Source: an optimization exercise on an open RTL-to-GDS flow (aim: small area). Production flows keep margins and buffers that such runs may drop.
In this exercise RTL edits were held to simulation tests only and were not proved equivalent to the original.
Power is estimated from default activity; no workload was simulated.

==> flow/design.v (excerpt) <==
module LeNet_C1_layer(
	input	wire		i_sclk,
	input	wire		i_rstn,
	input	wire		i_vsync,
	input	wire		i_hsync,
	input	wire		i_valid,
	input	wire		i_tdata,
	input	wire[5:0]	i_W_en,
	input	wire[7:0]	i_Weight_1,
	input	wire[7:0]	i_Weight_2,
	input	wire[7:0]	i_Weight_3,
	input	wire[7:0]	i_Weight_4,
	input	wire[7:0]	i_Weight_5,
	input	wire[7:0]	i_Weight_6,
	input	wire[4:0]	i_W_addr,
	input	wire[7:0]	i_Bias_1,
	input	wire[7:0]	i_Bias_2,
	input	wire[7:0]	i_Bias_3,
	input	wire[7:0]	i_Bias_4,
	input	wire[7:0]	i_Bias_5,
	input	wire[7:0]	i_Bias_6,
	output	reg 		o_hsync,
	output	reg 		o_valid,
	output	reg [5:0]	o_tdata
);
Size: roughly 5,700 cells after synthesis, roughly 1,300 flip-flops, about 120 I/O pins, about 0.070 mm^2 of cells after synthesis.
==> flow/config.mk <==
export PLATFORM = sky130hd
export DESIGN_NAME = LeNet_C1_layer
export DESIGN_NICKNAME = LeNet_C1_layer
export VERILOG_FILES = /design/flow/design.v
export SDC_FILE = /design/flow/constraint.sdc
export NUM_CORES = 4
export LEC_CHECK = 0
export CAP_MARGIN = 20
export CORE_MARGIN = 2
export CORE_UTILIZATION = 60
export CTS_CLUSTER_DIAMETER = 100
export CTS_CLUSTER_SIZE = 25
export PLACE_DENSITY = 0.7
export SLEW_MARGIN = 20
export SYNTH_HIERARCHICAL = 1
==> flow/constraint.sdc <==
create_clock -name core_clock -period 6.0 [get_ports {i_sclk}]
set_input_delay 1.2000 -clock core_clock [delete_from_list [all_inputs] [get_ports {i_sclk}]]
set_output_delay 1.2000 -clock core_clock [all_outputs]
set_load 0.01 [all_outputs]
standard.sh (not shown) runs the stock make flow with config.mk's settings and CLKGATE_MAP_FILE= SYNTH_SCRIPT=/design/flow/synth_recipe.tcl, a recipe that flattens the netlist after the stock synthesis.
==> flow/flow/run.sh <==
#!/bin/bash
# The standard layout (standard.sh) with two changes: the port buffers use the
# smallest buffer cell, and clock tree synthesis adds no dummy loads and
# clusters up to 25 sinks within 100 um. Each step's full log stays under
# orfs/logs; make's own output goes to standard.log.
set -euo pipefail
export BUFFER_PORTS_ARGS="-buffer_cell sky130_fd_sc_hd__buf_1"
export CTS_ARGS="-sink_clustering_enable -repair_clock_nets -dont_use_dummy_load -sink_clustering_size 25 -sink_clustering_max_diameter 100"
bash standard.sh > standard.log 2>&1
Then changed:
--- a/flow/design.v
+++ b/flow/design.v
@@ -61,36 +61,28 @@
 	res_d[6] <= res_d[5];
 	o_valid  <= res_d[6];
 end
 reg [116:0]	lb;
 wire[116:0]	lb_nx;
 wire		lb_e = val_d[5];
 wire		lb_ne = ~val_d[5];
 c1_hold lb_hold[116:0] (.e(lb_e), .ne(lb_ne), .d({lb[115:0], pix_d[5]}), .q(lb), .y(lb_nx));
 always @(posedge i_sclk)
 	lb <= lb_nx;
-wire[24:0]	dec, ndec;
-wire		nrst = ~i_rstn;
-wire[5:0]	nwr = ~(i_W_en & {6{i_rstn}});
-genvar g, a;
-generate
-	for (a = 0; a < 25; a = a + 1) begin: adec
-		assign dec[a] = i_W_addr == a;
-		assign ndec[a] = ~dec[a];
-	end
-endgenerate
 reg [1199:0]	wr;	 
+genvar g, a;
 generate
 	for (g = 0; g < 6; g = g + 1) begin: wgt
 		for (a = 0; a < 25; a = a + 1) begin: adr
-			wire e, ne;
-			c1_sel sel (.nwr(nwr[g]), .ndec(ndec[a]), .wen(i_W_en[g]), .dec(dec[a]), .nrst(nrst), .e(e), .ne(ne));
+			wire we = i_W_en[g] && i_W_addr == a;
+			wire e = i_rstn && we;
+			wire ne = i_rstn && !we;
 			wire[7:0] nx;
 			c1_hold h[7:0] (.e(e), .ne(ne), .d(wt[g]), .q(wr[8*(25*g+a) +: 8]), .y(nx));
 			always @(posedge i_sclk)
 				wr[8*(25*g+a) +: 8] <= nx;
 		end
 	end
 endgenerate
 wire m0_1 = ~(wr[0] & lb[116]);
 wire m0_2 = ~(wr[1] & lb[116]);
 wire m0_3 = ~(wr[2] & lb[116]);
@@ -3792,32 +3784,20 @@
 endmodule
 module c1_hold(
 	input	wire	e,
 	input	wire	ne,
 	input	wire	d,
 	input	wire	q,
 	output	wire	y
 );
 assign y = (e & d) | (ne & q);
 endmodule
-module c1_sel(
-	input	wire	nwr,	 
-	input	wire	ndec,	 
-	input	wire	wen,	 
-	input	wire	dec,	 
-	input	wire	nrst,	 
-	output	wire	e,
-	output	wire	ne
-);
-assign e = ~(nwr | ndec);
-assign ne = ~((wen & dec) | nrst);
-endmodule
 module c1_fa(
 	input	wire	a,
 	input	wire	b,
 	input	wire	c,
 	output	wire	s,
 	output	wire	co
 );
 assign s = a ^ b ^ c;
 assign co = (a & b) | (a & c) | (b & c);
 endmodule
The new run completed with no timing, DRC or antenna violations.
Via count hardly moves.
Sequential cell count is unchanged.
Clock power is about the same.
Final area hardly moves.
First-iteration DRC count grows by 7.2%.
Routed wire length shrinks by 1.5%.
Power stays flat.
Combinational power stays flat.
Area after synthesis hardly moves.
Setup slack hardly moves.
Critical path depth grows by 1.
Non-clock buffer count grows by 6.
Fmax is about the same.
Clock-buffer cell count does not change.

## static timing again, ports no longer ideal
The flow's constraints put no driver on any port. The routed layouts listed below were extracted and timed again, unchanged, in two steps.
Step 1: set_driving_cell puts a clkbuf_16 on i_sclk and a buf_2 on each other input, an assumption about the parent block.
Step 2 also shifts input and output timing later by t, the mid clock arrival at the registers, as if the neighbouring blocks saw the same clock.
Slacks: no drivers / after step 1 / after step 2; pairs: no drivers / after step 1.
run	t (ns)	slack for setup (ns)	latest minus earliest clock arrival (ns)
the first run	0.813	0.113 / 0.113 / 0.113	0.064 / 0.064
the second run	0.797	0.111 / 0.111 / 0.111	0.079 / 0.079
After both steps every run listed still meets setup and hold.
